This design comes from an exercise in tuning for small area and a short achievable clock period on the open sky130 flow, not from production work.
Where RTL was checked, it was by simulation tests only, not by an equivalence proof against the original.
The RTL of run 1 was laid out without a check of its function.
In every run shown here, the design's own scripts or RTL, not TritonCTS, make the clock network.
The clock port is modelled as an ideal driver, which makes a skipped or thinned clock tree look cheaper than it is; a real chip needs a root buffer or a tree.

==> flow/design.v, too long to show whole: its modules and the start of the top module <==
// module fa_vec: 4 lines
// module ha_vec: 4 lines
// module rst_gate: 3 lines
// module FPM: 1579 lines
// module FPM_final: 20 lines
module FPM_final (
input clk,
input rst,
input [31 : 0] in1,
input [31 : 0] in2,
output [31 : 0] OUT
);
  // ...
==> flow/flow/run.sh <==
#!/bin/bash
# The standard layout, with two changes:
#  * buffer_ports uses buf_1 as the port buffer (not the delay buffer it picks
#    by default); flow/post_cts.tcl later makes the output buffers buf_2 and
#    the rst buffer buf_4;
#  * after CTS, flow/post_cts.tcl replaces the clock tree with a shallow
#    balanced tree of clkbuf_16 (one level of four buffers when the clock-pin
#    slew allows it, else two levels).
set -euo pipefail
export BUFFER_PORTS_ARGS="-buffer_cell sky130_fd_sc_hd__buf_1"
export POST_CTS_TCL="$PWD/flow/post_cts.tcl"
bash standard.sh > standard_flow.log 2>&1
==> flow/flow/post_cts.tcl <==
# Replace the clock tree CTS built with a shallow balanced tree: the clk port
# drives NL1 clock buffers; each drives NL2 leaf clock buffers, and each leaf
# buffer drives the clock pins of one cluster of nearby flip-flops (clusters
# of about equal size, found by k-means on the flip-flop positions).
if {![info exists l1_master_name]} { set l1_master_name sky130_fd_sc_hd__clkbuf_16 }
if {![info exists l2_master_name]} { set l2_master_name sky130_fd_sc_hd__clkbuf_16 }
set block [ord::get_db_block]
set db [ord::get_db]
set clk_net [$block findNet clk]

# balanced k-means: returns (assignment list, centre list)
proc bal_kmeans {pts k} {
  set n [llength $pts]
  set cap [expr {int(ceil(double($n) / $k))}]
  set cx 0; set cy 0
  foreach p $pts { set cx [expr {$cx + [lindex $p 0]}]; set cy [expr {$cy + [lindex $p 1]}] }
  set cx [expr {$cx / $n}]; set cy [expr {$cy / $n}]
  set centres {}
  for {set c 0} {$c < $k} {incr c} {
    set a [expr {2 * 3.14159265 * ($c + 0.5) / $k}]
    lappend centres [list [expr {$cx + 20000 * cos($a)}] [expr {$cy + 20000 * sin($a)}]]
  }
  for {set iter 0} {$iter < 40} {incr iter} {
    set pairs {}
    for {set i 0} {$i < $n} {incr i} {
      for {set c 0} {$c < $k} {incr c} {
        set p [lindex $pts $i]; set q [lindex $centres $c]
        lappend pairs [list [expr {hypot([lindex $p 0] - [lindex $q 0], [lindex $p 1] - [lindex $q 1])}] $i $c]
      }
    }
    set assign [lrepeat $n -1]
    set count [lrepeat $k 0]
    foreach pr [lsort -real -index 0 $pairs] {
      lassign $pr d i c
      if {[lindex $assign $i] >= 0 || [lindex $count $c] >= $cap} { continue }
      lset assign $i $c
      lset count $c [expr {[lindex $count $c] + 1}]
    }
    set newc {}
    for {set c 0} {$c < $k} {incr c} {
      set sx 0; set sy 0; set m 0
      for {set i 0} {$i < $n} {incr i} {
        if {[lindex $assign $i] == $c} {
          set sx [expr {$sx + [lindex $pts $i 0]}]; set sy [expr {$sy + [lindex $pts $i 1]}]; incr m
        }
      }
      if {$m} { lappend newc [list [expr {$sx / $m}] [expr {$sy / $m}]] } else { lappend newc [lindex $centres $c] }
    }
    set centres $newc
  }
  return [list $assign $centres]
}

proc add_buf {block master name x y in_net} {
  set inst [odb::dbInst_create $block $master $name]
  $inst setLocation [expr {int($x)}] [expr {int($y)}]
  $inst setPlacementStatus PLACED
  set net [odb::dbNet_create $block "${name}_net"]
  $net setSigType CLOCK
  foreach it [$inst getITerms] {
    set mn [[$it getMTerm] getName]
    if {$mn eq "A"} { $it connect $in_net }
    if {$mn eq "X"} { $it connect $net }
  }
  return $net
}

# estimated load of a cluster in fF: clock pins plus a star of wires to its centre
proc cluster_cost {pts assign k} {
  set worst 0
  for {set c 0} {$c < $k} {incr c} {
    set sx 0; set sy 0; set m 0
    foreach p $pts a $assign { if {$a == $c} { set sx [expr {$sx + [lindex $p 0]}]; set sy [expr {$sy + [lindex $p 1]}]; incr m } }
    if {!$m} { continue }
    set sx [expr {$sx / $m}]; set sy [expr {$sy / $m}]
    set w 0
    foreach p $pts a $assign { if {$a == $c} { set w [expr {$w + abs([lindex $p 0] - $sx) + abs([lindex $p 1] - $sy)}] } }
    set load [expr {1.8 * $m + 0.215 * 0.5 * $w / 1000.0}]
    if {$load > $worst} { set worst $load }
  }
  return $worst
}

proc lloyd {pts k seed} {
  expr {srand($seed)}
  set n [llength $pts]
  set centres {}
  for {set c 0} {$c < $k} {incr c} { lappend centres [lindex $pts [expr {int(rand() * $n)}]] }
  for {set iter 0} {$iter < 50} {incr iter} {
    set assign {}
    foreach p $pts {
      set best -1; set bd 1e18
      for {set c 0} {$c < $k} {incr c} {
        set q [lindex $centres $c]
        set d [expr {hypot([lindex $p 0] - [lindex $q 0], [lindex $p 1] - [lindex $q 1])}]
        if {$d < $bd} { set bd $d; set best $c }
      }
      lappend assign $best
    }
    set newc {}
    for {set c 0} {$c < $k} {incr c} {
      set sx 0; set sy 0; set m 0
      foreach p $pts a $assign { if {$a == $c} { set sx [expr {$sx + [lindex $p 0]}]; set sy [expr {$sy + [lindex $p 1]}]; incr m } }
      if {$m} { lappend newc [list [expr {$sx / $m}] [expr {$sy / $m}]] } else { lappend newc [lindex $centres $c] }
    }
    set centres $newc
  }
  return [list $assign $centres]
}

proc build_tree {nl1 nl2 l1_master_name l2_master_name} {
set block [ord::get_db_block]
set db [ord::get_db]
set clk_net [$block findNet clk]
set sinks {}
foreach inst [$block getInsts] {
  if {![[$inst getMaster] isSequential]} { continue }
  foreach it [$inst getITerms] {
    if {[[$it getMTerm] getName] eq "CLK"} { lappend sinks $it }
  }
}
puts "post_cts: [llength $sinks] flip-flop clock pins"

# remove the CTS tree: every cell reached from clk before the flip-flops
set old_insts {}
set old_nets {}
set frontier [list $clk_net]
while {[llength $frontier]} {
  set next {}
  foreach net $frontier {
    foreach it [$net getITerms] {
      set inst [$it getInst]
      if {[[$inst getMaster] isSequential]} { continue }
      if {[$it isOutputSignal]} { continue }
      if {[lsearch -exact $old_insts $inst] >= 0} { continue }
      lappend old_insts $inst
      foreach ot [$inst getITerms] {
        if {[$ot isOutputSignal] && [$ot getNet] ne "NULL"} {
          lappend next [$ot getNet]
          lappend old_nets [$ot getNet]
        }
      }
    }
  }
  set frontier $next
}
puts "post_cts: removing [llength $old_insts] clock-tree cells"
foreach it $sinks { $it disconnect }
foreach inst $old_insts { odb::dbInst_destroy $inst }
foreach net [lsort -unique $old_nets] {
  if {[llength [$net getITerms]] == 0} { odb::dbNet_destroy $net }
}



set pts {}
foreach it $sinks {
  set box [[$it getInst] getBBox]
  lappend pts [list [expr {([$box xMin] + [$box xMax]) / 2.0}] [expr {([$box yMin] + [$box yMax]) / 2.0}]]
}
set nleaf [expr {$nl1 > 0 ? $nl1 * $nl2 : $nl2}]
lassign [bal_kmeans $pts $nleaf] leaf_of leaf_centres
set best_cost [cluster_cost $pts $leaf_of $nleaf]
puts "post_cts: balanced clustering, worst load [format %.1f $best_cost] fF"
for {set seed 1} {$seed <= 200} {incr seed} {
  lassign [lloyd $pts $nleaf $seed] a c
  set cost [cluster_cost $pts $a $nleaf]
  if {$cost < $best_cost} { set best_cost $cost; set leaf_of $a; set leaf_centres $c }
}
puts "post_cts: chosen clustering, worst load [format %.1f $best_cost] fF"
set l1m [$db findMaster $l1_master_name]
set l2m [$db findMaster $l2_master_name]
if {$nl1 > 0} {
  lassign [bal_kmeans $leaf_centres $nl1] top_of top_centres
} else {
  set top_of [lrepeat $nleaf 0]
}
for {set t 0} {$t < max($nl1, 1)} {incr t} {
  if {$nl1 > 0} {
    set c [lindex $top_centres $t]
    set tnet [add_buf $block $l1m "clkbuf_t$t" [lindex $c 0] [lindex $c 1] $clk_net]
  } else {
    set tnet $clk_net
  }
  for {set l 0} {$l < $nleaf} {incr l} {
    if {[lindex $top_of $l] != $t} { continue }
    set c [lindex $leaf_centres $l]
    set lnet [add_buf $block $l2m "clkbuf_t${t}_l$l" [lindex $c 0] [lindex $c 1] $tnet]
    set m 0
    for {set i 0} {$i < [llength $sinks]} {incr i} {
      if {[lindex $leaf_of $i] == $l} { [lindex $sinks $i] connect $lnet; incr m }
    }
    puts "post_cts: clkbuf_t${t}_l$l drives $m flip-flops"
  }
}
}

proc max_clk_slew {} {
  set mx 0
  foreach pin [get_pins -of_objects [all_registers] -filter "name==CLK"] {
    foreach e {rise fall} { foreach a {min max} {
      set s [get_property $pin slew_${a}_$e]
      if {$s > $mx} { set mx $s }
    } }
  }
  return $mx
}

set_propagated_clock [all_clocks]
build_tree 0 4 $l1_master_name $l2_master_name
detailed_placement
estimate_parasitics -placement
set s [max_clk_slew]
puts "post_cts: one-level tree, worst clock-pin slew $s"
if {$s > 0.115} {
  build_tree 4 2 $l1_master_name $l2_master_name
  detailed_placement
  estimate_parasitics -placement
  puts "post_cts: two-level tree, worst clock-pin slew [max_clk_slew]"
}
check_placement -verbose
report_clock_latency

# Port buffers: buffer_ports made every port buffer a buf_1; the output
# buffers drive the pins' load better as buf_2, and the rst buffer fans out to
# the whole output register.
proc port_buffer {bt} {
  foreach it [[$bt getNet] getITerms] {
    set inst [$it getInst]
    if {[$bt getIoType] eq "OUTPUT" && [$it isOutputSignal]} { return $inst }
    if {[$bt getIoType] eq "INPUT" && [$it isInputSignal] && [string match "*buf*" [[$inst getMaster] getName]]} { return $inst }
  }
  return ""
}
foreach bt [[ord::get_db_block] getBTerms] {
  set name [$bt getName]
  if {$name eq "clk"} { continue }
  set inst [port_buffer $bt]
  if {$inst eq ""} { continue }
  if {[$bt getIoType] eq "OUTPUT"} {
    replace_cell [get_cells [$inst getName]] sky130_fd_sc_hd__buf_2
  } elseif {$name eq "rst"} {
    replace_cell [get_cells [$inst getName]] sky130_fd_sc_hd__buf_4
  }
}
detailed_placement
check_placement -verbose
estimate_parasitics -placement
report_checks -from [all_inputs] -to [all_registers -data_pins] -format end -group_path_count 2
report_checks -from [all_registers -clock_pins] -to [all_outputs] -format end -group_path_count 2
==> flow/standard.sh <==
#!/bin/bash
# synth_recipe.tcl (not shown) runs the flow's synth.tcl, then flattens the netlist and writes it again
# the make line also repeats each setting of config.mk as NAME=value (left out here)
make -C /OpenROAD-flow-scripts/flow DESIGN_CONFIG=/design/flow/config.mk WORK_HOME=/design/flow/orfs CLKGATE_MAP_FILE= SYNTH_SCRIPT=/design/flow/synth_recipe.tcl "${@:-finish}"
==> flow/config.mk <==
export PLATFORM = sky130hd
export DESIGN_NAME = FPM_final
export DESIGN_NICKNAME = FPM_final
export VERILOG_FILES = /design/flow/design.v
export SDC_FILE = /design/flow/constraint.sdc
export NUM_CORES = 4
export LEC_CHECK = 0
export ABC_AREA = 1
export CAP_MARGIN = 20
export CORE_MARGIN = 2
export CORE_UTILIZATION = 60
export SLEW_MARGIN = 20
export SYNTH_HIERARCHICAL = 1
export SYNTH_MINIMUM_KEEP_SIZE = 0
==> flow/constraint.sdc <==
create_clock -name core_clock -period 45.0 [get_ports {clk}]
set_input_delay 9.0000 -clock core_clock [delete_from_list [all_inputs] [get_ports {clk}]]
set_output_delay 9.0000 -clock core_clock [all_outputs]
set_load 0.01 [all_outputs]
==> impl_metrics.py, run 1 <==
metrics = {
    "cells_and_area": {
        "final-seq-area_sq_um": 1942,
        "multi_input_area_sq_um": 12250,
        "comb.multi_input.count": 1280,
        "final_common_cell": "xor2_1",
        "layout_common_cells": "xor2_1, fa_1, o22ai_1",
    },
    "logic_synthesis": {
        "synth-adder-area-share_pct": 41.51,
        "synth.top_cell.area_share_pct": 34.92,
        "netlist_top_cells_area": "fa_1, xor2_1, dfxtp_1",
        "synth_compound_area_share_pct": 14.30,
        "synthesis.area_sq_um": 15190,
    },
    "route": {
        "totalWireLength_um": 45180,
        "dr_wl_met2_um": 21030,
        "ant_nets": 0,
        "wl_met3_um": 3757,
        "drt_pass1_iterations": 7,
    },
    "sta": {
        "rsz0062_at_grt": "false",
        "min_period_ps": 9618,
    },
    "floorplan": {
        "die_area_sq_um": 26610,
    },
    "run": {
        "maxCapViolCount": 0,
    },
    "placement": {
        "pre_cts_slack_ps": 34840,
        "port_buffers": 97,
        "gp_congestion": 0.9377,
    },
    "critical_path": {
        "reg2reg_setup_slack_ps": 36290,
        "cp_data_required_time_ps": 36000,
    },
    "run_status": {
        "outcome": "finished clean",
    },
}
==> run 2: changes to the inputs <==
--- a/flow/design.v
+++ b/flow/design.v
@@ -336,17 +336,17 @@
 wire bp314;
 wire bp315;
 wire bp316;
 wire bp317;
 wire bp318;
 wire nneg319;
 wire none320;
 wire ntwo321;
-wire neg322;
+wire bp322;
 wire bp323;
 wire bp324;
 wire bp325;
 wire bp326;
 wire bp327;
 wire bp328;
 wire bp329;
 wire bp330;
@@ -361,62 +361,62 @@
 wire bp339;
 wire bp340;
 wire bp341;
 wire bp342;
 wire bp343;
 wire bp344;
 wire bp345;
 wire bp346;
-wire bp347;
-wire nneg348;
+wire hs347;
+wire hc348;
 wire hs349;
 wire hc350;
 wire hs351;
 wire hc352;
 wire hs353;
 wire hc354;
-wire hs355;
-wire hc356;
-wire s357;
-wire c358;
-wire hs359;
-wire hc360;
-wire s361;
-wire c362;
-wire hs363;
-wire hc364;
+wire s355;
+wire c356;
+wire hs357;
+wire hc358;
+wire s359;
+wire c360;
+wire hs361;
+wire hc362;
+wire s363;
+wire c364;
 wire s365;
 wire c366;
-wire s367;
-wire c368;
-wire hs369;
-wire hc370;
+wire hs367;
+wire hc368;
+wire s369;
+wire c370;
 wire s371;
 wire c372;
-wire s373;
-wire c374;
-wire hs375;
-wire hc376;
+wire hs373;
+wire hc374;
+wire s375;
+wire c376;
 wire s377;
 wire c378;
 wire s379;
 wire c380;
 wire s381;
 wire c382;
-wire hs383;
-wire hc384;
+wire s383;
+wire c384;
 wire s385;
 wire c386;
-wire s387;
-wire c388;
+wire hs387;
+wire hc388;
 wire s389;
 wire c390;
-wire hs391;
-wire hc392;
+wire s391;
+wire c392;
 wire s393;
 wire c394;
 wire s395;
 wire c396;
 wire s397;
 wire c398;
 wire s399;
 wire c400;
@@ -441,70 +441,70 @@
 wire s419;
 wire c420;
 wire s421;
 wire c422;
 wire s423;
 wire c424;
 wire s425;
 wire c426;
-wire s427;
-wire c428;
+wire hs427;
+wire hc428;
 wire s429;
 wire c430;
-wire hs431;
-wire hc432;
+wire s431;
+wire c432;
 wire s433;
 wire c434;
 wire s435;
 wire c436;
 wire s437;
 wire c438;
-wire s439;
-wire c440;
+wire hs439;
+wire hc440;
 wire s441;
 wire c442;
-wire hs443;
-wire hc444;
+wire s443;
+wire c444;
 wire s445;
 wire c446;
-wire s447;
-wire c448;
+wire hs447;
+wire hc448;
 wire s449;
 wire c450;
 wire hs451;
 wire hc452;
-wire s453;
-wire c454;
+wire hs453;
+wire hc454;
 wire hs455;
 wire hc456;
-wire hs457;
-wire hc458;
+wire s457;
+wire c458;
 wire hs459;
 wire hc460;
 wire s461;
 wire c462;
 wire hs463;
 wire hc464;
 wire s465;
 wire c466;
-wire hs467;
-wire hc468;
-wire s469;
-wire c470;
+wire s467;
+wire c468;
+wire hs469;
+wire hc470;
 wire s471;
 wire c472;
-wire hs473;
-wire hc474;
-wire s475;
-wire c476;
+wire s473;
+wire c474;
+wire hs475;
+wire hc476;
 wire s477;
 wire c478;
-wire hs479;
-wire hc480;
+wire s479;
+wire c480;
 wire s481;
 wire c482;
 wire s483;
 wire c484;
 wire s485;
 wire c486;
 wire s487;
 wire c488;
@@ -615,46 +615,46 @@
 wire s593;
 wire c594;
 wire s595;
 wire c596;
 wire s597;
 wire c598;
 wire s599;
 wire c600;
-wire s601;
-wire c602;
+wire hs601;
+wire hc602;
 wire s603;
 wire c604;
-wire hs605;
-wire hc606;
+wire s605;
+wire c606;
 wire s607;
 wire c608;
-wire s609;
-wire c610;
+wire hs609;
+wire hc610;
 wire s611;
 wire c612;
 wire hs613;
 wire hc614;
-wire s615;
-wire c616;
+wire hs615;
+wire hc616;
 wire hs617;
 wire hc618;
-wire hs619;
-wire hc620;
+wire s619;
+wire c620;
 wire hs621;
 wire hc622;
 wire s623;
 wire c624;
 wire hs625;
 wire hc626;
 wire s627;
 wire c628;
-wire hs629;
-wire hc630;
+wire s629;
+wire c630;
 wire s631;
 wire c632;
 wire s633;
 wire c634;
 wire s635;
 wire c636;
 wire s637;
 wire c638;
@@ -771,30 +771,30 @@
 wire s749;
 wire c750;
 wire s751;
 wire c752;
 wire s753;
 wire c754;
 wire s755;
 wire c756;
-wire s757;
-wire c758;
+wire hs757;
+wire hc758;
 wire s759;
 wire c760;
 wire hs761;
 wire hc762;
-wire s763;
-wire c764;
+wire hs763;
+wire hc764;
 wire hs765;
 wire hc766;
-wire hs767;
-wire hc768;
-wire hs769;
-wire hc770;
+wire s767;
+wire c768;
+wire s769;
+wire c770;
 wire s771;
 wire c772;
 wire s773;
 wire c774;
 wire s775;
 wire c776;
 wire s777;
 wire c778;
@@ -861,26 +861,26 @@
 wire s839;
 wire c840;
 wire s841;
 wire c842;
 wire s843;
 wire c844;
 wire s845;
 wire c846;
-wire s847;
-wire c848;
-wire s849;
-wire c850;
-wire hs851;
-wire hc852;
-wire hs853;
-wire hc854;
-wire hs855;
-wire hc856;
+wire hs847;
+wire hc848;
+wire hs849;
+wire hc850;
+wire s851;
+wire c852;
+wire s853;
+wire c854;
+wire s855;
+wire c856;
 wire s857;
 wire c858;
 wire s859;
 wire c860;
 wire s861;
 wire c862;
 wire s863;
 wire c864;
@@ -949,26 +949,18 @@
 wire s927;
 wire c928;
 wire s929;
 wire c930;
 wire s931;
 wire c932;
 wire s933;
 wire c934;
-wire s935;
-wire c936;
-wire s937;
-wire c938;
-wire s939;
-wire c940;
-wire s941;
-wire c942;
-wire s943;
-wire c944;
+wire hs935;
+wire hc936;
 assign none1 = ~b[0];
 assign ntwo2 = ~(b[1] & ~b[0]);
 assign neg3 = b[1];
 assign bp4 = ~(none1 | na[0]) ^ neg3;
 assign bp5 = ~((none1 | na[1]) & (ntwo2 | na[0])) ^ neg3;
 assign bp6 = ~((none1 | na[2]) & (ntwo2 | na[1])) ^ neg3;
 assign bp7 = ~((none1 | na[3]) & (ntwo2 | na[2])) ^ neg3;
 assign bp8 = ~((none1 | na[4]) & (ntwo2 | na[3])) ^ neg3;
@@ -1279,68 +1271,64 @@
 assign bp313 = ~((none291 | na[19]) & (ntwo292 | na[18])) ^ neg293;
 assign bp314 = ~((none291 | na[20]) & (ntwo292 | na[19])) ^ neg293;
 assign bp315 = ~((none291 | na[21]) & (ntwo292 | na[20])) ^ neg293;
 assign bp316 = ~((none291 | na[22]) & (ntwo292 | na[21])) ^ neg293;
 assign bp317 = ~(none291 & (ntwo292 | na[22])) ^ neg293;
 assign bp318 = ~ntwo292 ^ neg293;
 assign nneg319 = ~neg293;
 assign none320 = ~(b[22] ^ b[21]);
-assign ntwo321 = ~((1'b1 & ~b[22] & ~b[21]) | (~1'b1 & b[22] & b[21]));
-assign neg322 = 1'b1;
-assign bp323 = ~(none320 | na[0]) ^ neg322;
-assign bp324 = ~((none320 | na[1]) & (ntwo321 | na[0])) ^ neg322;
-assign bp325 = ~((none320 | na[2]) & (ntwo321 | na[1])) ^ neg322;
-assign bp326 = ~((none320 | na[3]) & (ntwo321 | na[2])) ^ neg322;
-assign bp327 = ~((none320 | na[4]) & (ntwo321 | na[3])) ^ neg322;
-assign bp328 = ~((none320 | na[5]) & (ntwo321 | na[4])) ^ neg322;
-assign bp329 = ~((none320 | na[6]) & (ntwo321 | na[5])) ^ neg322;
-assign bp330 = ~((none320 | na[7]) & (ntwo321 | na[6])) ^ neg322;
-assign bp331 = ~((none320 | na[8]) & (ntwo321 | na[7])) ^ neg322;
-assign bp332 = ~((none320 | na[9]) & (ntwo321 | na[8])) ^ neg322;
-assign bp333 = ~((none320 | na[10]) & (ntwo321 | na[9])) ^ neg322;
-assign bp334 = ~((none320 | na[11]) & (ntwo321 | na[10])) ^ neg322;
-assign bp335 = ~((none320 | na[12]) & (ntwo321 | na[11])) ^ neg322;
-assign bp336 = ~((none320 | na[13]) & (ntwo321 | na[12])) ^ neg322;
-assign bp337 = ~((none320 | na[14]) & (ntwo321 | na[13])) ^ neg322;
-assign bp338 = ~((none320 | na[15]) & (ntwo321 | na[14])) ^ neg322;
-assign bp339 = ~((none320 | na[16]) & (ntwo321 | na[15])) ^ neg322;
-assign bp340 = ~((none320 | na[17]) & (ntwo321 | na[16])) ^ neg322;
-assign bp341 = ~((none320 | na[18]) & (ntwo321 | na[17])) ^ neg322;
-assign bp342 = ~((none320 | na[19]) & (ntwo321 | na[18])) ^ neg322;
-assign bp343 = ~((none320 | na[20]) & (ntwo321 | na[19])) ^ neg322;
-assign bp344 = ~((none320 | na[21]) & (ntwo321 | na[20])) ^ neg322;
-assign bp345 = ~((none320 | na[22]) & (ntwo321 | na[21])) ^ neg322;
-assign bp346 = ~(none320 & (ntwo321 | na[22])) ^ neg322;
-assign bp347 = ~ntwo321 ^ neg322;
-assign nneg348 = ~neg322;
-assign hs349 = ~a[1];
-assign hc350 = a[1];
-assign hs351 = ~a[2];
-assign hc352 = a[2];
-assign hs455 = ~a[10];
-assign hc456 = a[10];
-fa_vec #(.N(40)) fas1 (.a({neg264, bp23, neg293, bp78, bp25, bp106, neg322, bp80, bp161, bp27, bp108, bp189, a[0], bp82, bp163, bp244, nneg29, bp83, bp164, bp245, hc350, bp84, bp165, bp246, a[3], bp85, bp166, bp247, a[4], bp113, bp194, a[5], bp141, bp222, a[6], bp142, a[7], bp170, a[8], a[9]}), .b({bp22, bp50, bp24, bp105, bp52, bp133, bp26, bp107, bp188, bp54, bp135, bp216, bp28, bp109, bp190, bp271, hs349, bp110, bp191, bp272, hs351, bp111, bp192, bp273, nneg58, bp112, bp193, bp274, bp86, bp140, bp221, nneg87, bp168, bp249, bp115, bp169, nneg116, bp197, bp144, nneg145}), .c({bp49, bp77, bp51, bp132, bp79, bp160, bp53, bp134, bp215, bp81, bp162, bp243, bp55, bp136, bp217, bp298, bp56, bp137, bp218, bp299, bp57, bp138, bp219, bp300, hc352, bp139, bp220, bp301, 1'b1, bp167, bp248, bp114, bp195, bp276, 1'b1, bp196, bp143, bp224, 1'b1, bp172}), .s({s357, s361, s365, s367, s371, s373, s377, s379, s381, s385, s387, s389, s393, s395, s397, s399, s401, s403, s405, s407, s409, s411, s413, s415, s417, s419, s421, s423, s425, s427, s429, s433, s435, s437, s439, s441, s445, s447, s449, s453}), .co({c358, c362, c366, c368, c372, c374, c378, c380, c382, c386, c388, c390, c394, c396, c398, c400, c402, c404, c406, c408, c410, c412, c414, c416, c418, c420, c422, c424, c426, c428, c430, c434, c436, c438, c440, c442, c446, c448, c450, c454}));
-ha_vec #(.N(11)) has1 (.a({neg235, bp21, bp76, bp104, bp159, bp187, bp242, bp270, bp275, bp223, bp171}), .b({bp20, bp48, bp103, bp131, bp186, bp214, bp269, bp297, bp302, bp250, bp198}), .s({hs353, hs355, hs359, hs363, hs369, hs375, hs383, hs391, hs431, hs443, hs451}), .co({hc354, hc356, hc360, hc364, hc370, hc376, hc384, hc392, hc432, hc444, hc452}));
-assign hs617 = ~a[16];
-assign hc618 = a[16];
-fa_vec #(.N(72)) fas2 (.a({neg177, bp17, neg206, bp72, bp19, bp100, bp47, bp128, bp209, bp75, bp156, bp237, bp130, bp211, hc356, bp158, bp239, hs363, bp213, bp294, c362, bp241, hc370, c368, bp296, hs383, s377, bp324, c378, s385, bp325, c388, s395, bp326, c398, s403, bp327, c406, s411, s417, c412, s419, c418, c420, s425, bp303, c426, s433, bp277, hs443, c438, bp251, bp332, c442, bp225, bp306, c446, bp199, bp280, hc452, hs455, bp227, bp308, a[11], bp201, bp282, a[12], bp229, a[13], bp257, a[14], a[15]}), .b({bp16, bp44, bp18, bp99, bp46, bp127, bp74, bp155, bp236, bp102, bp183, hc354, bp157, bp238, hs359, bp185, bp266, c358, bp240, hc364, s365, bp268, hs375, s371, bp323, c372, s379, hc384, c380, s387, hc392, c390, s397, c394, c400, s405, c402, c408, s413, bp328, c414, s421, bp329, c422, s427, bp330, c428, s435, bp304, c434, s439, bp278, hc444, s445, bp252, bp333, c448, bp226, bp307, c450, bp173, bp254, bp335, nneg174, bp228, bp309, bp202, bp256, nneg203, bp284, bp231, nneg232}), .c({bp43, bp71, bp45, bp126, bp73, bp154, bp101, bp182, hs353, bp129, bp210, hs355, bp184, bp265, s357, bp212, hc360, s361, bp267, hs369, s367, bp295, c366, s373, hc376, c374, s381, hs391, c382, s389, c386, s393, s399, c396, s401, s407, c404, s409, s415, c410, c416, s423, hs431, c424, s429, hc432, c430, s437, bp331, c436, s441, bp305, c440, s447, bp279, hs451, s449, bp253, bp334, s453, bp200, bp281, c454, hc456, bp255, bp336, 1'b1, bp283, bp230, bp311, 1'b1, bp259}), .s({s461, s465, s469, s471, s475, s477, s481, s483, s485, s487, s489, s491, s493, s495, s497, s499, s501, s503, s505, s507, s509, s511, s513, s515, s517, s519, s521, s523, s525, s527, s529, s531, s533, s535, s537, s539, s541, s543, s545, s547, s549, s551, s553, s555, s557, s559, s561, s563, s565, s567, s569, s571, s573, s575, s577, s579, s581, s583, s585, s587, s589, s591, s593, s595, s597, s599, s601, s603, s607, s609, s611, s615}), .co({c462, c466, c470, c472, c476, c478, c482, c484, c486, c488, c490, c492, c494, c496, c498, c500, c502, c504, c506, c508, c510, c512, c514, c516, c518, c520, c522, c524, c526, c528, c530, c532, c534, c536, c538, c540, c542, c544, c546, c548, c550, c552, c554, c556, c558, c560, c562, c564, c566, c568, c570, c572, c574, c576, c578, c580, c582, c584, c586, c588, c590, c592, c594, c596, c598, c600, c602, c604, c608, c610, c612, c616}));
-ha_vec #(.N(8)) has2 (.a({neg148, bp15, bp70, bp98, bp153, bp181, bp310, bp258}), .b({bp14, bp42, bp97, bp125, bp180, bp208, bp337, bp285}), .s({hs457, hs459, hs463, hs467, hs473, hs479, hs605, hs613}), .co({hc458, hc460, hc464, hc468, hc474, hc480, hc606, hc614}));
-assign hs765 = ~a[20];
-assign hc766 = a[20];
-fa_vec #(.N(68)) fas3 (.a({neg119, bp13, bp41, bp122, bp69, bp150, bp124, hc460, bp152, hs467, bp207, c466, hc474, c472, hc480, s481, c482, s489, c488, s495, c494, s501, c500, s507, c506, c510, c512, c516, c518, c522, c524, s529, c530, s535, c536, s541, c542, s547, s553, c552, c554, c558, s565, c564, c566, c570, c572, c574, c578, c580, c584, s591, s595, s597, c596, c600, bp338, c604, bp312, c608, bp286, hc614, hs617, bp314, a[17], bp288, a[18], a[19]}), .b({bp12, bp40, bp68, bp149, bp96, hc458, bp151, hs463, bp179, c462, hc468, s469, hs479, s475, c476, s483, c484, c486, c490, c492, c496, c498, s505, c504, s511, s513, s517, s519, s523, s525, c526, s531, c532, s537, c538, s543, c544, s549, c548, s555, s559, s561, c560, s567, s571, s573, s577, c576, s583, c582, c586, c588, c590, s599, hs605, s601, hc606, s607, bp339, c610, bp313, c612, bp260, bp341, nneg261, bp315, bp289, nneg290}), .c({bp39, bp67, bp95, hs457, bp123, hs459, bp178, s461, hc464, s465, hs473, s471, c470, s477, c478, s485, s487, s491, s493, s497, s499, s503, c502, s509, c508, s515, c514, s521, c520, s527, c528, s533, c534, s539, c540, s545, c546, s551, c550, s557, c556, s563, c562, s569, c568, s575, s579, s581, s585, s587, s589, s593, c592, c594, c598, s603, c602, s609, hs613, s611, bp340, s615, bp287, c616, hc618, bp342, 1'b1, bp317}), .s({s623, s627, s631, s633, s635, s637, s639, s641, s643, s645, s647, s649, s651, s653, s655, s657, s659, s661, s663, s665, s667, s669, s671, s673, s675, s677, s679, s681, s683, s685, s687, s689, s691, s693, s695, s697, s699, s701, s703, s705, s707, s709, s711, s713, s715, s717, s719, s721, s723, s725, s727, s729, s731, s733, s735, s737, s739, s741, s743, s745, s747, s749, s751, s753, s755, s757, s759, s763}), .co({c624, c628, c632, c634, c636, c638, c640, c642, c644, c646, c648, c650, c652, c654, c656, c658, c660, c662, c664, c666, c668, c670, c672, c674, c676, c678, c680, c682, c684, c686, c688, c690, c692, c694, c696, c698, c700, c702, c704, c706, c708, c710, c712, c714, c716, c718, c720, c722, c724, c726, c728, c730, c732, c734, c736, c738, c740, c742, c744, c746, c748, c750, c752, c754, c756, c758, c760, c764}));
-ha_vec #(.N(5)) has3 (.a({neg90, bp11, bp66, bp94, bp316}), .b({bp10, bp38, bp93, bp121, bp343}), .s({hs619, hs621, hs625, hs629, hs761}), .co({hc620, hc622, hc626, hc630, hc762}));
-assign hs851 = ~a[22];
-assign hc852 = a[22];
-fa_vec #(.N(40)) fas4 (.a({bp37, bp65, bp120, hc626, hc630, c632, c636, c640, c644, c648, c652, c656, c660, c664, c668, c672, c676, c680, c684, c688, c692, c696, c700, c704, c708, c712, s719, s723, c724, c728, c732, c736, s743, s747, c748, s755, c756, bp344, hs765, a[21]}), .b({bp64, bp92, hc622, hs629, c628, s635, s639, s643, s647, c650, c654, s659, s663, s667, s671, s675, s679, s683, c686, c690, c694, c698, s703, s707, s711, s715, c716, c720, s727, s731, s735, c738, c740, c744, s751, c752, hs761, hc762, bp318, nneg319}), .c({bp91, hc620, hs625, c624, s631, c634, c638, c642, c646, s651, s655, c658, c662, c666, c670, c674, c678, c682, s687, s691, s695, s699, c702, c706, c710, c714, c718, c722, c726, c730, s737, s739, c742, c746, c750, s757, c758, c760, bp345, hc766}), .s({s771, s773, s775, s777, s779, s781, s783, s785, s787, s789, s791, s793, s795, s797, s799, s801, s803, s805, s807, s809, s811, s813, s815, s817, s819, s821, s823, s825, s827, s829, s831, s833, s835, s837, s839, s841, s843, s845, s847, s849}), .co({c772, c774, c776, c778, c780, c782, c784, c786, c788, c790, c792, c794, c796, c798, c800, c802, c804, c806, c808, c810, c812, c814, c816, c818, c820, c822, c824, c826, c828, c830, c832, c834, c836, c838, c840, c842, c844, c846, c848, c850}));
-ha_vec #(.N(2)) has4 (.a({neg61, bp9}), .b({bp8, bp36}), .s({hs767, hs769}), .co({hc768, hc770}));
-fa_vec #(.N(44)) fas5 (.a({bp35, bp63, hc770, hs621, s623, s627, s633, s637, s641, s645, s649, s653, s657, s661, s665, s669, s673, s677, s681, s685, s689, s693, s697, s701, s705, s709, s713, s717, s721, s725, s729, s733, c734, s741, s745, s749, s753, c754, s759, s763, c764, s849, hs851, nneg348}), .b({bp62, hc768, hs619, c772, c774, c776, c778, c780, c782, c784, c786, c788, c790, c792, c794, c796, c798, c800, c802, c804, c806, c808, c810, c812, c814, c816, c818, c820, c822, c824, c826, c828, s831, c832, c834, c836, c838, s841, c842, c844, s847, bp346, c850, hc852}), .c({hs767, hs769, s771, s773, s775, s777, s779, s781, s783, s785, s787, s789, s791, s793, s795, s797, s799, s801, s803, s805, s807, s809, s811, s813, s815, s817, s819, s821, s823, s825, s827, s829, c830, s833, s835, s837, s839, c840, s843, s845, c846, c848, bp347, 1'b1}), .s({s857, s859, s861, s863, s865, s867, s869, s871, s873, s875, s877, s879, s881, s883, s885, s887, s889, s891, s893, s895, s897, s899, s901, s903, s905, s907, s909, s911, s913, s915, s917, s919, s921, s923, s925, s927, s929, s931, s933, s935, s937, s939, s941, s943}), .co({c858, c860, c862, c864, c866, c868, c870, c872, c874, c876, c878, c880, c882, c884, c886, c888, c890, c892, c894, c896, c898, c900, c902, c904, c906, c908, c910, c912, c914, c916, c918, c920, c922, c924, c926, c928, c930, c932, c934, c936, c938, c940, c942, c944}));
-ha_vec #(.N(2)) has5 (.a({neg32, bp7}), .b({bp6, bp34}), .s({hs853, hs855}), .co({hc854, hc856}));
-wire [47:0] x = {c942, c940, c938, c936, c934, c932, c930, c928, c926, c924, c922, c920, c918, c916, c914, c912, c910, c908, c906, c904, c902, c900, c898, c896, c894, c892, c890, c888, c886, c884, c882, c880, c878, c876, c874, c872, c870, c868, c866, c864, c862, c860, c858, hc856, hc854, hs853, bp5, neg3};
-wire [47:0] y = {s943, s941, s939, s937, s935, s933, s931, s929, s927, s925, s923, s921, s919, s917, s915, s913, s911, s909, s907, s905, s903, s901, s899, s897, s895, s893, s891, s889, s887, s885, s883, s881, s879, s877, s875, s873, s871, s869, s867, s865, s863, s861, s859, s857, hs855, bp33, 1'b0, bp4};
+assign ntwo321 = ~(b[22] & b[21]);
+assign bp322 = ~(none320 | na[0]);
+assign bp323 = ~((none320 | na[1]) & (ntwo321 | na[0]));
+assign bp324 = ~((none320 | na[2]) & (ntwo321 | na[1]));
+assign bp325 = ~((none320 | na[3]) & (ntwo321 | na[2]));
+assign bp326 = ~((none320 | na[4]) & (ntwo321 | na[3]));
+assign bp327 = ~((none320 | na[5]) & (ntwo321 | na[4]));
+assign bp328 = ~((none320 | na[6]) & (ntwo321 | na[5]));
+assign bp329 = ~((none320 | na[7]) & (ntwo321 | na[6]));
+assign bp330 = ~((none320 | na[8]) & (ntwo321 | na[7]));
+assign bp331 = ~((none320 | na[9]) & (ntwo321 | na[8]));
+assign bp332 = ~((none320 | na[10]) & (ntwo321 | na[9]));
+assign bp333 = ~((none320 | na[11]) & (ntwo321 | na[10]));
+assign bp334 = ~((none320 | na[12]) & (ntwo321 | na[11]));
+assign bp335 = ~((none320 | na[13]) & (ntwo321 | na[12]));
+assign bp336 = ~((none320 | na[14]) & (ntwo321 | na[13]));
+assign bp337 = ~((none320 | na[15]) & (ntwo321 | na[14]));
+assign bp338 = ~((none320 | na[16]) & (ntwo321 | na[15]));
+assign bp339 = ~((none320 | na[17]) & (ntwo321 | na[16]));
+assign bp340 = ~((none320 | na[18]) & (ntwo321 | na[17]));
+assign bp341 = ~((none320 | na[19]) & (ntwo321 | na[18]));
+assign bp342 = ~((none320 | na[20]) & (ntwo321 | na[19]));
+assign bp343 = ~((none320 | na[21]) & (ntwo321 | na[20]));
+assign bp344 = ~((none320 | na[22]) & (ntwo321 | na[21]));
+assign bp345 = ~(none320 & (ntwo321 | na[22]));
+assign bp346 = ~ntwo321;
+assign hs347 = ~a[2];
+assign hc348 = a[2];
+assign hs349 = ~a[3];
+assign hc350 = a[3];
+assign hs451 = ~a[11];
+assign hc452 = a[11];
+fa_vec #(.N(40)) fas1 (.a({neg264, bp23, neg293, bp78, bp25, bp106, bp26, bp107, bp188, a[0], bp81, bp162, a[1], bp82, bp163, bp244, nneg29, bp83, bp164, bp245, hc348, bp84, bp165, bp246, a[4], bp85, bp166, bp247, a[5], bp113, bp194, a[6], bp141, bp222, a[7], bp142, a[8], bp170, a[9], a[10]}), .b({bp22, bp50, bp24, bp105, bp52, bp133, bp53, bp134, bp215, bp27, bp108, bp189, bp28, bp109, bp190, bp271, hs347, bp110, bp191, bp272, hs349, bp111, bp192, bp273, nneg58, bp112, bp193, bp274, bp86, bp140, bp221, nneg87, bp168, bp249, bp115, bp169, nneg116, bp197, bp144, nneg145}), .c({bp49, bp77, bp51, bp132, bp79, bp160, bp80, bp161, bp242, bp54, bp135, bp216, bp55, bp136, bp217, bp298, bp56, bp137, bp218, bp299, bp57, bp138, bp219, bp300, hc350, bp139, bp220, bp301, 1'b1, bp167, bp248, bp114, bp195, bp276, 1'b1, bp196, bp143, bp224, 1'b1, bp172}), .s({s355, s359, s363, s365, s369, s371, s375, s377, s379, s381, s383, s385, s389, s391, s393, s395, s397, s399, s401, s403, s405, s407, s409, s411, s413, s415, s417, s419, s421, s423, s425, s429, s431, s433, s435, s437, s441, s443, s445, s449}), .co({c356, c360, c364, c366, c370, c372, c376, c378, c380, c382, c384, c386, c390, c392, c394, c396, c398, c400, c402, c404, c406, c408, c410, c412, c414, c416, c418, c420, c422, c424, c426, c430, c432, c434, c436, c438, c442, c444, c446, c450}));
+ha_vec #(.N(10)) has1 (.a({neg235, bp21, bp76, bp104, bp159, bp187, bp243, bp275, bp223, bp171}), .b({bp20, bp48, bp103, bp131, bp186, bp214, bp270, bp302, bp250, bp198}), .s({hs351, hs353, hs357, hs361, hs367, hs373, hs387, hs427, hs439, hs447}), .co({hc352, hc354, hc358, hc362, hc368, hc374, hc388, hc428, hc440, hc448}));
+assign hs613 = ~a[17];
+assign hc614 = a[17];
+fa_vec #(.N(72)) fas2 (.a({neg177, bp17, neg206, bp72, bp19, bp100, bp47, bp128, bp209, bp75, bp156, bp237, bp130, bp211, hc354, bp158, bp239, hs361, bp213, bp294, c360, bp241, hc368, c366, bp269, hc374, s375, bp297, c376, s381, bp324, c384, s391, bp325, c394, s399, bp326, c402, s407, s413, c408, s415, c414, c416, s421, bp303, c422, s429, bp277, hs439, c434, bp251, bp331, c438, bp225, bp306, c442, bp199, bp280, hc448, hs451, bp227, bp308, a[12], bp201, bp282, a[13], bp229, a[14], bp257, a[15], a[16]}), .b({bp16, bp44, bp18, bp99, bp46, bp127, bp74, bp155, bp236, bp102, bp183, hc352, bp157, bp238, hs357, bp185, bp266, c356, bp240, hc362, s363, bp268, hs373, s369, bp296, c370, s377, bp323, c378, s383, hc388, c386, s393, c390, c396, s401, c398, c404, s409, bp327, c410, s417, bp328, c418, s423, bp329, c424, s431, bp304, c430, s435, bp278, hc440, s441, bp252, bp332, c444, bp226, bp307, c446, bp173, bp254, bp334, nneg174, bp228, bp309, bp202, bp256, nneg203, bp284, bp231, nneg232}), .c({bp43, bp71, bp45, bp126, bp73, bp154, bp101, bp182, hs351, bp129, bp210, hs353, bp184, bp265, s355, bp212, hc358, s359, bp267, hs367, s365, bp295, c364, s371, bp322, c372, s379, hs387, c380, s385, c382, s389, s395, c392, s397, s403, c400, s405, s411, c406, c412, s419, hs427, c420, s425, hc428, c426, s433, bp330, c432, s437, bp305, c436, s443, bp279, hs447, s445, bp253, bp333, s449, bp200, bp281, c450, hc452, bp255, bp335, 1'b1, bp283, bp230, bp311, 1'b1, bp259}), .s({s457, s461, s465, s467, s471, s473, s477, s479, s481, s483, s485, s487, s489, s491, s493, s495, s497, s499, s501, s503, s505, s507, s509, s511, s513, s515, s517, s519, s521, s523, s525, s527, s529, s531, s533, s535, s537, s539, s541, s543, s545, s547, s549, s551, s553, s555, s557, s559, s561, s563, s565, s567, s569, s571, s573, s575, s577, s579, s581, s583, s585, s587, s589, s591, s593, s595, s597, s599, s603, s605, s607, s611}), .co({c458, c462, c466, c468, c472, c474, c478, c480, c482, c484, c486, c488, c490, c492, c494, c496, c498, c500, c502, c504, c506, c508, c510, c512, c514, c516, c518, c520, c522, c524, c526, c528, c530, c532, c534, c536, c538, c540, c542, c544, c546, c548, c550, c552, c554, c556, c558, c560, c562, c564, c566, c568, c570, c572, c574, c576, c578, c580, c582, c584, c586, c588, c590, c592, c594, c596, c598, c600, c604, c606, c608, c612}));
+ha_vec #(.N(8)) has2 (.a({neg148, bp15, bp70, bp98, bp153, bp181, bp310, bp258}), .b({bp14, bp42, bp97, bp125, bp180, bp208, bp336, bp285}), .s({hs453, hs455, hs459, hs463, hs469, hs475, hs601, hs609}), .co({hc454, hc456, hc460, hc464, hc470, hc476, hc602, hc610}));
+assign hs761 = ~a[21];
+assign hc762 = a[21];
+fa_vec #(.N(68)) fas3 (.a({neg119, bp13, bp41, bp122, bp69, bp150, bp124, hc456, bp152, hs463, bp207, c462, hc470, c468, hc476, s477, c478, s485, c484, s491, c490, s497, c496, s503, c502, c506, c508, c512, c514, c518, c520, s525, c526, s531, c532, s537, c538, s543, s549, c548, c550, c554, s561, c560, c562, c566, c568, c570, c574, c576, c580, s587, s591, s593, c592, c596, bp337, c600, bp312, c604, bp286, hc610, hs613, bp314, a[18], bp288, a[19], a[20]}), .b({bp12, bp40, bp68, bp149, bp96, hc454, bp151, hs459, bp179, c458, hc464, s465, hs475, s471, c472, s479, c480, c482, c486, c488, c492, c494, s501, c500, s507, s509, s513, s515, s519, s521, c522, s527, c528, s533, c534, s539, c540, s545, c544, s551, s555, s557, c556, s563, s567, s569, s573, c572, s579, c578, c582, c584, c586, s595, hs601, s597, hc602, s603, bp338, c606, bp313, c608, bp260, bp340, nneg261, bp315, bp289, nneg290}), .c({bp39, bp67, bp95, hs453, bp123, hs455, bp178, s457, hc460, s461, hs469, s467, c466, s473, c474, s481, s483, s487, s489, s493, s495, s499, c498, s505, c504, s511, c510, s517, c516, s523, c524, s529, c530, s535, c536, s541, c542, s547, c546, s553, c552, s559, c558, s565, c564, s571, s575, s577, s581, s583, s585, s589, c588, c590, c594, s599, c598, s605, hs609, s607, bp339, s611, bp287, c612, hc614, bp341, 1'b1, bp317}), .s({s619, s623, s627, s629, s631, s633, s635, s637, s639, s641, s643, s645, s647, s649, s651, s653, s655, s657, s659, s661, s663, s665, s667, s669, s671, s673, s675, s677, s679, s681, s683, s685, s687, s689, s691, s693, s695, s697, s699, s701, s703, s705, s707, s709, s711, s713, s715, s717, s719, s721, s723, s725, s727, s729, s731, s733, s735, s737, s739, s741, s743, s745, s747, s749, s751, s753, s755, s759}), .co({c620, c624, c628, c630, c632, c634, c636, c638, c640, c642, c644, c646, c648, c650, c652, c654, c656, c658, c660, c662, c664, c666, c668, c670, c672, c674, c676, c678, c680, c682, c684, c686, c688, c690, c692, c694, c696, c698, c700, c702, c704, c706, c708, c710, c712, c714, c716, c718, c720, c722, c724, c726, c728, c730, c732, c734, c736, c738, c740, c742, c744, c746, c748, c750, c752, c754, c756, c760}));
+ha_vec #(.N(5)) has3 (.a({neg90, bp11, bp66, bp94, bp316}), .b({bp10, bp38, bp93, bp121, bp342}), .s({hs615, hs617, hs621, hs625, hs757}), .co({hc616, hc618, hc622, hc626, hc758}));
+fa_vec #(.N(40)) fas4 (.a({bp37, bp65, bp120, hc622, hc626, c628, c632, c636, c640, c644, c648, c652, c656, c660, c664, c668, c672, c676, c680, c684, c688, c692, c696, c700, c704, c708, s715, s719, c720, c724, c728, c732, s739, s743, c744, s751, c752, bp343, hs761, a[22]}), .b({bp64, bp92, hc618, hs625, c624, s631, s635, s639, s643, c646, c650, s655, s659, s663, s667, s671, s675, s679, c682, c686, c690, c694, s699, s703, s707, s711, c712, c716, s723, s727, s731, c734, c736, c740, s747, c748, hs757, hc758, bp318, nneg319}), .c({bp91, hc616, hs621, c620, s627, c630, c634, c638, c642, s647, s651, c654, c658, c662, c666, c670, c674, c678, s683, s687, s691, s695, c698, c702, c706, c710, c714, c718, c722, c726, s733, s735, c738, c742, c746, s753, c754, c756, bp344, hc762}), .s({s767, s769, s771, s773, s775, s777, s779, s781, s783, s785, s787, s789, s791, s793, s795, s797, s799, s801, s803, s805, s807, s809, s811, s813, s815, s817, s819, s821, s823, s825, s827, s829, s831, s833, s835, s837, s839, s841, s843, s845}), .co({c768, c770, c772, c774, c776, c778, c780, c782, c784, c786, c788, c790, c792, c794, c796, c798, c800, c802, c804, c806, c808, c810, c812, c814, c816, c818, c820, c822, c824, c826, c828, c830, c832, c834, c836, c838, c840, c842, c844, c846}));
+ha_vec #(.N(2)) has4 (.a({neg61, bp9}), .b({bp8, bp36}), .s({hs763, hs765}), .co({hc764, hc766}));
+fa_vec #(.N(42)) fas5 (.a({bp35, bp63, hc766, hs617, s619, s623, s629, s633, s637, s641, s645, s649, s653, s657, s661, s665, s669, s673, s677, s681, s685, s689, s693, s697, s701, s705, s709, s713, s717, s721, s725, s729, c730, s737, s741, s745, s749, c750, s755, s759, c760, s845}), .b({bp62, hc764, hs615, c768, c770, c772, c774, c776, c778, c780, c782, c784, c786, c788, c790, c792, c794, c796, c798, c800, c802, c804, c806, c808, c810, c812, c814, c816, c818, c820, c822, c824, s827, c828, c830, c832, c834, s837, c838, c840, s843, bp345}), .c({hs763, hs765, s767, s769, s771, s773, s775, s777, s779, s781, s783, s785, s787, s789, s791, s793, s795, s797, s799, s801, s803, s805, s807, s809, s811, s813, s815, s817, s819, s821, s823, s825, c826, s829, s831, s833, s835, c836, s839, s841, c842, c844}), .s({s851, s853, s855, s857, s859, s861, s863, s865, s867, s869, s871, s873, s875, s877, s879, s881, s883, s885, s887, s889, s891, s893, s895, s897, s899, s901, s903, s905, s907, s909, s911, s913, s915, s917, s919, s921, s923, s925, s927, s929, s931, s933}), .co({c852, c854, c856, c858, c860, c862, c864, c866, c868, c870, c872, c874, c876, c878, c880, c882, c884, c886, c888, c890, c892, c894, c896, c898, c900, c902, c904, c906, c908, c910, c912, c914, c916, c918, c920, c922, c924, c926, c928, c930, c932, c934}));
+ha_vec #(.N(3)) has5 (.a({neg32, bp7, c846}), .b({bp6, bp34, bp346}), .s({hs847, hs849, hs935}), .co({hc848, hc850, hc936}));
+wire [47:0] x = {hc936, c934, c932, c930, c928, c926, c924, c922, c920, c918, c916, c914, c912, c910, c908, c906, c904, c902, c900, c898, c896, c894, c892, c890, c888, c886, c884, c882, c880, c878, c876, c874, c872, c870, c868, c866, c864, c862, c860, c858, c856, c854, c852, hc850, hc848, hs847, bp5, neg3};
+wire [47:0] y = {1'b0, hs935, s933, s931, s929, s927, s925, s923, s921, s919, s917, s915, s913, s911, s909, s907, s905, s903, s901, s899, s897, s895, s893, s891, s889, s887, s885, s883, s881, s879, s877, s875, s873, s871, s869, s867, s865, s863, s861, s859, s857, s855, s853, s851, hs849, bp33, 1'b0, bp4};
 wire [47:0] g, t;
 wire [48:0] cy;
 assign cy[0] = 1'b0;
 assign g[0] = x[0] & y[0]; assign t[0] = x[0] | y[0];
 assign g[1] = 1'b0; assign t[1] = x[1];
 assign g[2] = x[2] & y[2]; assign t[2] = x[2] | y[2];
 assign g[3] = x[3] & y[3]; assign t[3] = x[3] | y[3];
 assign g[4] = x[4] & y[4]; assign t[4] = x[4] | y[4];
@@ -1357,17 +1345,18 @@
 assign g[15] = x[15] & y[15]; assign t[15] = x[15] | y[15];
 assign g[16] = x[16] & y[16]; assign t[16] = x[16] | y[16];
 assign g[17] = x[17] & y[17]; assign t[17] = x[17] | y[17];
 assign g[18] = x[18] & y[18]; assign t[18] = x[18] | y[18];
 assign g[19] = x[19] & y[19]; assign t[19] = x[19] | y[19];
 assign g[20] = x[20] & y[20]; assign t[20] = x[20] | y[20];
 assign g[21] = x[21] & y[21]; assign t[21] = x[21] | y[21];
 assign g[22] = x[22] & y[22]; assign t[22] = x[22] | y[22];
-ha_vec #(.N(25)) hcpa (.a({x[23], x[24], x[25], x[26], x[27], x[28], x[29], x[30], x[31], x[32], x[33], x[34], x[35], x[36], x[37], x[38], x[39], x[40], x[41], x[42], x[43], x[44], x[45], x[46], x[47]}), .b({y[23], y[24], y[25], y[26], y[27], y[28], y[29], y[30], y[31], y[32], y[33], y[34], y[35], y[36], y[37], y[38], y[39], y[40], y[41], y[42], y[43], y[44], y[45], y[46], y[47]}), .s({t[23], t[24], t[25], t[26], t[27], t[28], t[29], t[30], t[31], t[32], t[33], t[34], t[35], t[36], t[37], t[38], t[39], t[40], t[41], t[42], t[43], t[44], t[45], t[46], t[47]}), .co({g[23], g[24], g[25], g[26], g[27], g[28], g[29], g[30], g[31], g[32], g[33], g[34], g[35], g[36], g[37], g[38], g[39], g[40], g[41], g[42], g[43], g[44], g[45], g[46], g[47]}));
+assign g[47] = 1'b0; assign t[47] = x[47];
+ha_vec #(.N(24)) hcpa (.a({x[23], x[24], x[25], x[26], x[27], x[28], x[29], x[30], x[31], x[32], x[33], x[34], x[35], x[36], x[37], x[38], x[39], x[40], x[41], x[42], x[43], x[44], x[45], x[46]}), .b({y[23], y[24], y[25], y[26], y[27], y[28], y[29], y[30], y[31], y[32], y[33], y[34], y[35], y[36], y[37], y[38], y[39], y[40], y[41], y[42], y[43], y[44], y[45], y[46]}), .s({t[23], t[24], t[25], t[26], t[27], t[28], t[29], t[30], t[31], t[32], t[33], t[34], t[35], t[36], t[37], t[38], t[39], t[40], t[41], t[42], t[43], t[44], t[45], t[46]}), .co({g[23], g[24], g[25], g[26], g[27], g[28], g[29], g[30], g[31], g[32], g[33], g[34], g[35], g[36], g[37], g[38], g[39], g[40], g[41], g[42], g[43], g[44], g[45], g[46]}));
 wire G1 = g[1] | (t[1] & g[0]);
 wire P1 = t[1] & t[0];
 wire G2 = g[3] | (t[3] & g[2]);
 wire P2 = t[3] & t[2];
 wire G3 = g[5] | (t[5] & g[4]);
 wire P3 = t[5] & t[4];
 wire G4 = g[7] | (t[7] & g[6]);
 wire P4 = t[7] & t[6];
==> impl_metrics.py, run 2 <==
metrics = {
    "run_status": {
        "outcome": "finished clean",
    },
    "sta": {
        "hold_ws_ps": 521.3,
        "min_period_ps": 9707,
        "hold_violations": 0,
        "fin_skew_ps": 26.55,
        "relSlewSlack_pct": 27.24,
        "fin_tns_setup_ps": 0,
        "drv_slew": 0,
        "finalSetupViolCount": 0,
        "max_freq_mhz": 103.0,
        "rsz0062_at_grt": "false",
        "worstMarginPinSlew_ps": 1090,
        "period_share_pct": 21.57,
    },
    "route": {
        "ant_nets": 0,
        "drc": 0,
        "vias": 12380,
        "drt_pass1_iterations": 5,
        "totalWireLength_um": 45880,
        "first_iter_violations": 1166,
        "post_drt_wl_per_cell_um": 23.61,
        "viasPerCell": 6.370,
    },
    "critical_path": {
        "critPathKind": "flop to output pin",
        "critPathBufInv": 1,
        "crit_path_cell_trace": "buf_2",
        "crit_arrival_ps": 710,
        "crit_family": "flip-flops",
        "max_stage_delay_ps": 310,
        "critPathLaunchType": "flop",
        "cp_data_required_time_ps": 36000,
        "cp_slowest_cell": "dfxtp_1",
        "crit_fanout": 1,
        "endpoint_kind": "output pin",
    },
    "floorplan": {
        "num_rows": 57,
        "die_area_sq_um": 26300,
        "initial_core_util_pct": 61.36,
        "die_x_um": 162.2,
        "io_pins": 98,
        "coreArea_sq_um": 24460,
        "die_h_um": 162.2,
    },
    "cells_and_area": {
        "top_regs": "A x32, B x32, out_r x32",
        "area_growth_pct": 6.044,
        "antennaDiodeCount": 0,
        "final_cells": 1943,
        "drive_gt1_share_pct": 6.856,
        "fin_nets": 2029,
        "final_common_cell": "xor2_1",
        "layout_common_cells": "xor2_1, o22ai_1, fa_1",
        "fill_cells": 2047,
    },
    "placement": {
        "dp_cells": 1930,
        "gp_congestion": 0.9191,
        "port_buffers": 97,
        "hpwl_um": 32340,
    },
    "logic_synthesis": {
        "synth_area_per_cell_sq_um": 9.398,
        "netlist_top_cells_area": "fa_1, xor2_1, dfxtp_1",
        "synth-adder-area-share_pct": 41.66,
        "synth_top_family_by_area": "adder cells",
        "synth_cell_type_count": 40,
        "synth_commonest_cells": "xor2_1, o22ai_1, fa_1",
        "synth.top_cell.area_share_pct": 35.08,
        "synth_seq_cells": 97,
        "synth_compound_area_share_pct": 14.36,
        "synth_xor_area_share_pct": 16.40,
        "async_flop_share_pct": 0,
        "synth_edf_count": 0,
        "syn_inst": 1597,
        "synthesis.area_sq_um": 15010,
        "yosysTopAreaCell": "fa_1",
        "yosys.cell_count.top_type": "xor2_1",
        "synth-simple-area-share_pct": 8.620,
        "muxShareOfSynthArea_pct": 0,
        "yosys_warnings": 7,
        "yosysSeqAreaShare_pct": 12.94,
        "dominantRegCellSynth": "dfxtp_1",
    },
    "grt": {
        "grt-ovfl-total": 0,
        "grt_max_degree": 34,
        "grt_usage_pct": 36.06,
        "grt_antenna_before_repair": 0,
        "grt_pass1_vias": 12930,
        "grt_pass1_wl_um": 72150,
    },
    "run": {
        "maxCapViolCount": 0,
    },
    "clock_tree": {
        "clk_latency_ps": 280,
        "clk_pin_slew_worst_paths_ps": 60,
        "clock_sinks": 97,
    },
    "hold_path": {
        "hold_class": "flop to flop",
    },
}
## run 2: cell types whose count changed in the layout (fill, tap and decap cells not counted), moves of 2 or more
| cell | change |
|---|---|
| inv_1 | -27 |
| buf_4 | +9 |
| clkbuf_16 | +8 |
| nand2_1 | +6 |
| nor2_1 | +5 |
| o21ai_0 | +5 |
| nand3_1 | -4 |
| conb_1 | -3 |
| a31o_2 | -2 |
| fa_1 | -2 |
| o31ai_1 | -2 |
## run 2: final timing paths
kind                            startpoint         to  slack, ps  cells past startpoint
worst max-delay path             out_r[26]    OUT[26]      35290                      1
worst min-delay path                 A[31]  out_r[31]        520                      3
worst max register to register        B[0]  out_r[30]      36720                     37
worst min register to register       A[31]  out_r[31]        520                      3
## run 2: layout make-up
class	count	area, sq um	area share (%)
Multi-Input combinational cell	1280	12190	76.57
Sequential cell	97	1942	12.20
Timing Repair Buffer	141	745.7	4.685
Tap cell	324	405.4	2.547
Inverter	89	336.6	2.115
Buffer	12	300.3	1.887
## run 2: Yosys stat by module, one instance, submodules excluded, a selection
module     copies in the design  flip-flops and latches  area [sq um]
FPM                           1                       0          7018
FPM_final                     1                      97          1942
rst_gate                      1                       0         153.9
## run 2: metal layers
| layer | vias up | share of wire (%) | GRT usage (%) | routed length, um |
|---|---|---|---|---|
| li1 | 5440 | - | - | - |
| met2 | 729 | 45 | 56.42 | 20760 |
| met1 | 6018 | 38 | 46.46 | 17420 |
| met3 | 189 | 9.2 | 6.001 | 4204 |
| met5 | - | 0 | 0 | 0 |
| met4 | 0 | 7.6 | 23.81 | 3495 |
## run 2: through the flow
stage	utilization [%]	setup slack, ps	area, sq um
6_report	65.07	35290	15920
5_1_grt	65.07	35260	15920
3_5_place_dp	63.60	35380	15560
3_3_place_gp	63.60	35400	15560
2_1_floorplan	-	35670	15030
## run 2: worst register-to-register path: cells and delay by family, from the launching register on
family	cells	cell delay [ps]
AND/OR/NAND/NOR	18	2250
adder cells (fa/ha/maj)	7	2850
AO/OA/AOI/OAI	5	980
flip-flops	1	380
XOR/XNOR	2	390
buffers and inverters	5	1380
## run 2: logic make-up after synthesis
family / count (synthesis)
AND/OR/NAND/NOR: 306
buffers and inverters: 225
adder cells (fa/ha/maj): 342
AO/OA/AOI/OAI: 345
other: 1
XOR/XNOR: 281
flip-flops: 97
==> run 3: changes to the inputs <==
--- a/flow/flow/post_cts.tcl
+++ b/flow/flow/post_cts.tcl
@@ -160,13 +160,23 @@
 }
 set nleaf [expr {$nl1 > 0 ? $nl1 * $nl2 : $nl2}]
-lassign [bal_kmeans $pts $nleaf] leaf_of leaf_centres
-set best_cost [cluster_cost $pts $leaf_of $nleaf]
-puts "post_cts: balanced clustering, worst load [format %.1f $best_cost] fF"
+set cands {}
+lassign [bal_kmeans $pts $nleaf] a c
+lappend cands [list [cluster_cost $pts $a $nleaf] $a $c]
 for {set seed 1} {$seed <= 200} {incr seed} {
   lassign [lloyd $pts $nleaf $seed] a c
-  set cost [cluster_cost $pts $a $nleaf]
-  if {$cost < $best_cost} { set best_cost $cost; set leaf_of $a; set leaf_centres $c }
-}
-puts "post_cts: chosen clustering, worst load [format %.1f $best_cost] fF"
+  lappend cands [list [cluster_cost $pts $a $nleaf] $a $c]
+}
+set cands [lsort -real -index 0 $cands]
+set uniq {}
+set seen {}
+foreach cd $cands {
+  set key [lindex $cd 0]
+  if {[lsearch -exact $seen $key] >= 0} { continue }
+  lappend seen $key
+  lappend uniq $cd
+}
+set pick [expr {min($::pick, [llength $uniq] - 1)}]
+lassign [lindex $uniq $pick] best_cost leaf_of leaf_centres
+puts "post_cts: clustering rank $pick, worst load [format %.1f $best_cost] fF"
 set l1m [$db findMaster $l1_master_name]
 set l2m [$db findMaster $l2_master_name]
@@ -208,4 +218,14 @@
 
 set_propagated_clock [all_clocks]
+set best_pick 0
+set best_slew 1e9
+for {set ::pick 0} {$::pick < 8} {incr ::pick} {
+  build_tree 0 4 $l1_master_name $l2_master_name
+  estimate_parasitics -placement
+  set s [max_clk_slew]
+  puts "post_cts: candidate $::pick, worst clock-pin slew $s"
+  if {$s < $best_slew} { set best_slew $s; set best_pick $::pick }
+}
+set ::pick $best_pick
 build_tree 0 4 $l1_master_name $l2_master_name
 detailed_placement
@@ -213,5 +233,6 @@
 set s [max_clk_slew]
 puts "post_cts: one-level tree, worst clock-pin slew $s"
-if {$s > 0.115} {
+if {$s > 0.12} {
+  set ::pick 0
   build_tree 4 2 $l1_master_name $l2_master_name
   detailed_placement
--- a/flow/config.mk
+++ b/flow/config.mk
@@ -9,5 +9,5 @@
 export CAP_MARGIN = 20
 export CORE_MARGIN = 2
-export CORE_UTILIZATION = 60
+export CORE_UTILIZATION = 72
 export SLEW_MARGIN = 20
 export SYNTH_HIERARCHICAL = 1
==> impl_metrics.py, run 3 <==
metrics = {
    "run_status": {
        "outcome": "finished clean",
    },
    "grt": {
        "grt_antenna_before_repair": 0,
        "grt-ovfl-total": 0,
        "grt_usage_pct": 42.58,
        "grt_pass1_vias": 13320,
        "grt_pass1_wl_um": 71630,
        "grt_max_degree": 34,
    },
    "route": {
        "ant_nets": 0,
        "totalWireLength_um": 45050,
        "drc": 0,
        "first_iter_violations": 1595,
        "vias": 12840,
        "drt_pass1_iterations": 6,
        "post_drt_wl_per_cell_um": 24.03,
        "viasPerCell": 6.845,
    },
    "floorplan": {
        "die_x_um": 148.4,
        "io_pins": 98,
        "num_rows": 52,
        "die_h_um": 148.4,
        "die_area_sq_um": 22020,
        "coreArea_sq_um": 20360,
        "initial_core_util_pct": 73.70,
    },
    "critical_path": {
        "critPathLaunchType": "flop",
        "cp_slowest_cell": "dfxtp_1",
        "crit_path_cell_trace": "buf_2",
        "crit_fanout": 1,
        "max_stage_delay_ps": 360,
        "critPathBufInv": 1,
        "crit_cells": 1,
        "crit_arrival_ps": 680,
        "crit_family": "flip-flops",
        "cp_data_required_time_ps": 36000,
        "worstRegToRegCells": 39,
        "endpoint_kind": "output pin",
        "critPathKind": "flop to output pin",
    },
    "hold_path": {
        "hold_class": "flop to flop",
        "min_path_cells": 3,
    },
    "sta": {
        "fin_tns_setup_ps": 0,
        "max_freq_mhz": 103.3,
        "min_period_ps": 9679,
        "period_share_pct": 21.51,
        "hold_violations": 0,
        "rsz0062_at_grt": "false",
        "worstMarginPinSlew_ps": 1153,
        "finalSetupViolCount": 0,
        "relSlewSlack_pct": 22.94,
        "drv_slew": 0,
        "fin_skew_ps": 31.07,
    },
    "logic_synthesis": {
        "yosysTopAreaCell": "fa_1",
        "syn_inst": 1597,
        "synth_area_per_cell_sq_um": 9.398,
        "async_flop_share_pct": 0,
        "synth_seq_cells": 97,
        "synthesis.area_sq_um": 15010,
        "yosysSeqAreaShare_pct": 12.94,
        "synth_commonest_cells": "xor2_1, o22ai_1, fa_1",
        "synth.top_cell.area_share_pct": 35.08,
        "synth_cell_type_count": 40,
        "dominantRegCellSynth": "dfxtp_1",
        "synth_edf_count": 0,
        "yosys.cell_count.top_type": "xor2_1",
        "netlist_top_cells_area": "fa_1, xor2_1, dfxtp_1",
        "yosys_warnings": 7,
    },
    "cells_and_area": {
        "drive_gt1_share_pct": 6.044,
        "layout_common_cells": "xor2_1, o22ai_1, fa_1",
        "top_regs": "A x32, B x32, out_r x32",
        "final_common_cell": "xor2_1",
        "area_growth_pct": 3.910,
        "fin_nets": 2015,
        "antennaDiodeCount": 0,
    },
    "placement": {
        "gp_congestion": 0.9189,
        "hpwl_um": 31130,
        "port_buffers": 97,
    },
    "clock_tree": {
        "clk_pin_slew_worst_paths_ps": 110,
        "clk_latency_ps": 170,
        "clock_sinks": 97,
    },
    "run": {
        "maxCapViolCount": 0,
    },
}
## run 3: cell counts after synthesis
Identical to the previous run, type by type.
## run 3: path summary, 6_finish.rpt
kind / slack (ps) / endpoint / start
worst max register to register: 36530 / out_r[30] / B[15]
worst min-delay path: 530 / out_r[31] / B[31]
worst min register to register: 530 / out_r[31] / B[31]
worst max-delay path: 35320 / OUT[17] / out_r[17]
## run 3: layout make-up
cell class	instances	area [sq um]
plain buffers	4	100.1
repair buffers	135	693.2
inverters	89	336.6
well taps	270	337.8
multi-input cells	1280	12190
flip-flops and latches	97	1942
fillers	1458	4768
## run 3: cells by family after synthesis
kind of cell	share of synthesized area (%)
buffers and inverters	5.994
other	0.02498
adder cells (fa/ha/maj)	41.66
XOR/XNOR	16.40
flip-flops	12.94
AO/OA/AOI/OAI	14.36
AND/OR/NAND/NOR	8.620
## run 3: per-module statistics from Yosys, one instance, submodules excluded, excerpt
module	area, sq um	cells inside
FPM_final	1942	97
rst_gate	153.9	35
FPM	7018	1151
## run 3: metal layers
| layer | vias up | wire length [um] | GRT usage (%) |
|---|---|---|---|
| li1 | 5411 | - | - |
| met1 | 6232 | 16420 | 54.64 |
| met2 | 929 | 20420 | 66.76 |
| met3 | 263 | 5031 | 9.755 |
| met4 | 0 | 3178 | 24.90 |
| met5 | - | 0 | 0 |
## run 3: stage by stage
step	instances	utilization (%)	instance area, sq um	worst slack [ps]	hold slack, ps
after floorplan	1602	-	15030	35670	500.5
after global placement	1871	75.88	15450	35410	520.9
after detailed placement	1871	75.88	15450	35370	527.3
after global routing	1875	76.59	15600	35310	595.1
final	1875	76.59	15600	35320	534.6

==> re-timing with driven ports <==
The flow's constraints put no driver on any port. The routed layouts listed below were extracted and timed again, unchanged, in two steps. Step 1 assumes that a clkbuf_16 drives the clock port and a buf_2 every other input. Step 2 moves the port delays by t, midway between the first and last clock arrival at a register: inputs arrive t later, outputs are due t later. That takes back most of the time a late clock gives input paths. Three values: ideal ports, drivers, drivers and shift; two values: the first two.
run	t, ns	setup WS [ns]	worst setup path at the end
run 1	0.264	35.382 / 35.274 / 35.320	input to register
run 2	0.367	35.293 / 35.194 / 35.335	input to register
run 3	0.258	35.321 / 35.220 / 35.365	input to register
After both steps every run listed still meets setup and hold. The setup slack of run 1, which loses most, moves by -0.108 ns with the drivers and by -0.062 ns with both steps.
